What follows belongs to an exercise in optimizing a design on an open flow for small area, a short achievable clock period and few clock cycles per item; a production flow would make more cautious choices.
Function was checked by simulation only, so behaviour that the tests miss may differ from the original.

==> inputs of 11-22 <==
// conv_1d
module conv_1d #(
    parameter DATA_WIDTH  = 8,
    parameter KERNEL_SIZE = 16
) (
    input logic clk,
    input logic arst_n,
    input  logic [DATA_WIDTH-1:0] signal_data,
    input  logic                  signal_vld,
    input  logic                  signal_last,
    output logic                  signal_rdy,
    input  logic [KERNEL_SIZE*DATA_WIDTH-1:0] kernel,
    output logic [DATA_WIDTH*2+$clog2(KERNEL_SIZE)-1:0] result_data,
    output logic                    result_vld,
    output logic                    result_last,
    input  logic                    result_rdy
);
clock: 6.0 ns
lec_check: 0
cap_margin: 20
core_margin: 2
core_utilization: 40
setup_slack_margin: 3.4
slew_margin: 20
synth_hierarchical: 1
standard.sh (not shown) runs the stock make flow with config.mk's settings and CLKGATE_MAP_FILE= SYNTH_SCRIPT=/design/flow/synth_recipe.tcl, a recipe that flattens the netlist after the stock synthesis.
==> flow/flow/run.sh <==
#!/bin/bash
# The standard layout, with two changes: ports are buffered with plain
# buffers (buf_2, which the resizer may then size) instead of delay cells,
# and clock tree synthesis inserts no dummy loads.
set -euo pipefail
export BUFFER_PORTS_ARGS="-buffer_cell sky130_fd_sc_hd__buf_2"
export CTS_ARGS="-sink_clustering_enable -repair_clock_nets -dont_use_dummy_load -sink_clustering_size 25 -sink_clustering_max_diameter 80"
bash standard.sh > standard.log 2>&1
==> inputs of 06-11, as changes to 11-22 <==
--- a/flow/config.mk
+++ b/flow/config.mk
@@ -9,3 +9,4 @@
 export CORE_MARGIN = 2
-export CORE_UTILIZATION = 40
+export CORE_UTILIZATION = 55
+export PLACE_DENSITY = 0.65
 export SETUP_SLACK_MARGIN = 3.4
@@ -13 +14,2 @@
 export SYNTH_HIERARCHICAL = 1
+export TNS_END_PERCENT = 10
==> qor summary <==
quantity	06-11	11-22
Outcome	complete, no violations	complete, no violations
Tmin final	2.734 ns	2.638 ns
Wire length on met3	13.46 mm	10.55 mm
First element of the critical path	kernel[58]	kernel[73]
Antenna violations before repair	6	3
Hold path startpoint	r2_q[0]	r1_q[42]
Pin count of the biggest net entering global routing	69	80
Origin of the critical flop-to-flop path	r1_q[123]	r1_q[147]
Total number of nets in the final design	4280	4281
Drt pass-1 iters	7	5
HPWL after detailed placement	111.5 mm	112.8 mm
Number of placed instances with taps included	4017	4352
Most Frequent Cell on Critical Path	sky130_fd_sc_hd__fa_1	sky130_fd_sc_hd__fa_2
Height of the die	273.1 um	319.5 um
Wl on met1	48.83 mm	54.23 mm
Final clock period utilization by the worst path	45.57%	43.97%
Share of final layout cell area taken by clock buffers and inverters	2.384%	2.163%
Detailed-route via count	23950	23360
Width of the die	273.1 um	319.5 um
Leading cell type in the layout, fill and taps excluded	sky130_fd_sc_hd__fa_1	sky130_fd_sc_hd__nand2_1
Worst Setup Slack, final	3.266 ns	3.362 ns
Testbench counts of 11-22, summed over its fixed seeds: cycles 16,040, items 16,000.
Testbench counts of 06-11, summed over its fixed seeds: cycles 16,040, items 16,000.


==> run a <==
conv_1d again, from the RTL that the note above started with.
clock: 6.0 ns
lec_check: 0
cap_margin: 20
core_margin: 2
core_utilization: 40
setup_slack_margin: 3.4
slew_margin: 20
synth_hierarchical: 1
tns_end_percent: 2
Scripts as last shown in full above: flow/flow/run.sh
==> inputs of run b, as changes to run a <==
==> flow/run.sh (new file) <==
#!/bin/bash
# synth_recipe.tcl (not shown) runs the flow's synth.tcl, then flattens the netlist and writes it again
# the make line also repeats each setting of config.mk as NAME=value (left out here)
make -C /OpenROAD-flow-scripts/flow DESIGN_CONFIG=/design/flow/config.mk WORK_HOME=/design/flow/orfs CLKGATE_MAP_FILE= SYNTH_SCRIPT=/design/flow/synth_recipe.tcl finish
--- a/flow/config.mk
+++ b/flow/config.mk
@@ -9,6 +9,7 @@
 export CORE_MARGIN = 2
 export CORE_UTILIZATION = 40
+export CTS_BUF_LIST = sky130_fd_sc_hd__clkbuf_4 sky130_fd_sc_hd__clkbuf_8
+export CTS_CLUSTER_SIZE = 24
 export SETUP_SLACK_MARGIN = 3.4
 export SLEW_MARGIN = 20
 export SYNTH_HIERARCHICAL = 1
-export TNS_END_PERCENT = 2
removed: flow/flow/run.sh
removed: flow/standard.sh
==> results.txt <==
quantity                                                                  run b         run a
Fin Clk Skew                                                          0.0449 ns     0.0551 ns
Number of antenna violations at the first check in global routing             8             6
DP Worst Slack                                                          1.83 ns       2.47 ns
Number of antenna repair diodes                                               7             1
Sequential fraction of total cell area                                    27.2%         28.9%
Total detailed-routing wirelength                                        136 mm        131 mm
End point of the most critical hold path                                r3_q[0]       r2_q[6]
Outcome                                        no timing/DRC/antenna violations  no timing/DRC/antenna violations
TritonCTS buffer count                                                      107            41
Layout Cells excl Fill                                                     4558          4395
Ratio of cells with drive above 1 in the final layout                     35.2%         16.3%
Fill cell count                                                            8748          8898
Reg-to-reg setup timing slack                                           3.41 ns       3.33 ns
Multi-input gate area in the final layout                          0.0281 sq mm  0.0266 sq mm
Reg-to-Reg Start                                                      r1_q[150]    hist[7][2]
Wire length on met3                                                     11.2 mm       10.9 mm
Max frequency                                                           376 MHz       367 MHz
Timing startpoint of the critical path                              kernel[125]   kernel[123]
Testbench counts of run a, summed over its fixed seeds: cycles 16,040, items 16,000.
Testbench counts of run b, summed over its fixed seeds: cycles 16,040, items 16,000.


==> job 5244: inputs <==
conv_1d again, from the RTL that the note above started with.
make LEC_CHECK=0 CAP_MARGIN=20 CORE_MARGIN=2 CORE_UTILIZATION=40 CTS_BUF_LIST='sky130_fd_sc_hd__clkbuf_4 sky130_fd_sc_hd__clkbuf_8' CTS_CLUSTER_SIZE=24 PLACE_DENSITY=0.75 SETUP_SLACK_MARGIN=3.3 SLEW_MARGIN=20 SYNTH_HIERARCHICAL=1 finish   # period 6.0 ns
run.sh (not shown) runs the stock make flow with config.mk's settings and CLKGATE_MAP_FILE= SYNTH_SCRIPT=/design/flow/synth_recipe.tcl, a recipe that flattens the netlist after the stock synthesis.
Stock flow here: none of the scripts above is used.
==> job 3705 (differences from job 5244) <==
Settings changed: CTS_BUF_LIST sky130_fd_sc_hd__clkbuf_4 sky130_fd_sc_hd__clkbuf_8 to sky130_fd_sc_hd__clkbuf_16, CTS_CLUSTER_DIAMETER set to 60, CTS_CLUSTER_SIZE 24 to 20, PLACE_DENSITY 0.75 to unset, SETUP_SLACK_MARGIN 3.3 to 3.4.
==> job 5437 (differences from job 5244) <==
==> flow/flow/run.sh (new file) <==
#!/bin/bash
# The standard layout, with two changes: ports are buffered with plain
# buffers (buf_2, which the resizer may then size) instead of delay cells,
# and clock tree synthesis inserts no dummy loads.
set -euo pipefail
export BUFFER_PORTS_ARGS="-buffer_cell sky130_fd_sc_hd__buf_2"
export CTS_ARGS="-sink_clustering_enable -repair_clock_nets -dont_use_dummy_load"
bash standard.sh > standard.log 2>&1
==> flow/standard.sh (new file) <==
#!/bin/bash
# synth_recipe.tcl (not shown) runs the flow's synth.tcl, then flattens the netlist and writes it again
# the make line also repeats each setting of config.mk as NAME=value (left out here)
make -C /OpenROAD-flow-scripts/flow DESIGN_CONFIG=/design/flow/config.mk WORK_HOME=/design/flow/orfs CLKGATE_MAP_FILE= SYNTH_SCRIPT=/design/flow/synth_recipe.tcl "${@:-finish}"
Settings changed: CTS_BUF_LIST sky130_fd_sc_hd__clkbuf_4 sky130_fd_sc_hd__clkbuf_8 to unset, CTS_CLUSTER_SIZE 24 to unset, PLACE_DENSITY 0.75 to unset, SETUP_SLACK_MARGIN 3.3 to 3.4.
removed: flow/run.sh
==> results.txt <==
- After layout, the worst setup slack is between 3 and 4 ns.
- The flow ran to the end and the layout has no timing, DRC or antenna violations.
- The largest clock skew in the final design is around 0.054 ns.
- The count of TritonRoute iterations in the first routing pass is 7.
- The first global-routing pass estimated roughly 200000 um of wire.
- For the worst setup path, the data arrival time is 3.10 ns.
- The detail-routed via count per cell is 5.32.
- Registers take 12500 um^2.
- In this run the most critical hold path is launched from r1_q[42]$_DFF_P_.
Source of the figures above: job 5437

==> results.txt <==
- The highest cell delay on the worst timing path is between 0.6 and 0.7 ns.
- The most congested layer reported by global routing is met2.
- The worst path meets setup with approximately 3.4 ns of slack.
- The register-to-register setup slack is about 3.4 ns.
- The count of TritonRoute iterations in the first routing pass is 5.
- Setup repair after global routing could not meet its margin everywhere.
- In this run, the number of DRC markers left after iteration 0 of detailed routing was around 2100.
- The flow ran to the end and the layout has no timing, DRC or antenna violations.
- The worst hold path terminates at r3_q[0]$_DFF_P_.
- The largest clock skew in the final design is ~0.038 ns.
- The first global-routing pass estimated 196000 um of wire.
- The hold path startpoint is r2_q[0]$_DFF_P_.
- The data arrival time of the critical path is 3.21 ns.
- The compound-gate portion of the synthesized area is 0.00610.
- The post-detailed-route count of antenna-violating nets is 0.
Source of the figures above: job 3705

==> results.txt <==
- The global-route wire length before repair is 190000 um.
- The footprint of the flip-flops and latches is 12500 um^2.
- Clock skew on the completed layout was measured at between 0.04 and 0.05 ns.
- The clock network latency to the later pin of the worst-skew pair is approximately 0.75 ns.
- After layout, the worst setup slack is between 3 and 4 ns.
- The violation count after the first detailed-route iteration is around 2300.
- The hold path startpoint is r2_q[2]$_DFF_P_.
- The horizontal die dimension is approximately 320 um.
- The cell at the root of the clock tree is clkbuf_8.
- In the final layout, the multi-input gates occupy approximately 28000 um^2.
- Of all flip-flops after synthesis, the portion carrying an async set or reset was 0.235.
- The number of flip-flops and latches is between 500 and 600.
- The count of TritonRoute iterations in the first routing pass is 7.
- Using the TritonRoute via totals, the vias-per-cell ratio works out to 5.37.
- The run finished with no timing, DRC or antenna violations.
Source of the figures above: job 5244

Testbench counts of job 5244, summed over its fixed seeds: cycles 16,040, items 16,000.
Testbench counts of job 3705, summed over its fixed seeds: cycles 16,040, items 16,000.
Testbench counts of job 5437, summed over its fixed seeds: cycles 16,040, items 16,000.

==> re-timing with driven ports <==
The results above use ideal ports. As a check the final layouts listed here were re-extracted and re-timed, cells and wires unchanged.
Step 1 assumes that a clkbuf_16 drives the clock port and a buf_2 every other input.
Step 2 times the ports against the registers' clock, not the clock port: input delays grow and output delays shrink by t, the midpoint of the rising clock arrivals with the driver on.
Slacks: ideal ports / drivers / drivers and shift; pairs: ideal ports / drivers.
run | shift t [ns] | setup slack, ns | worst setup path after step 2 | worst data-port slew with drivers (ns) | pins driven straight from the clock port
11-22 | 0.660 | 3.362 / 3.337 / 2.677 | input to register | 0.14 | 1
06-11 | 0.654 | 3.266 / 3.302 / 2.648 | input to register | 0.11 | 1
run a | 0.658 | 3.278 / 3.293 / 2.635 | input to register | 0.12 | 1
run b | 0.821 | 3.343 / 3.364 / 2.543 | input to register | 0.13 | 1
job 5244 | 0.795 | 3.245 / 3.246 / 2.451 | input to register | 0.12 | 1
job 3705 | 0.705 | 3.363 / 3.361 / 2.656 | input to register | 0.13 | 1
job 5437 | 0.674 | 3.367 / 3.350 / 2.675 | input to register | 0.14 | 1
After both steps every run listed still meets setup and hold. The setup slack of run b, which loses most, moves by +0.021 ns with the drivers and by -0.800 ns with both steps.
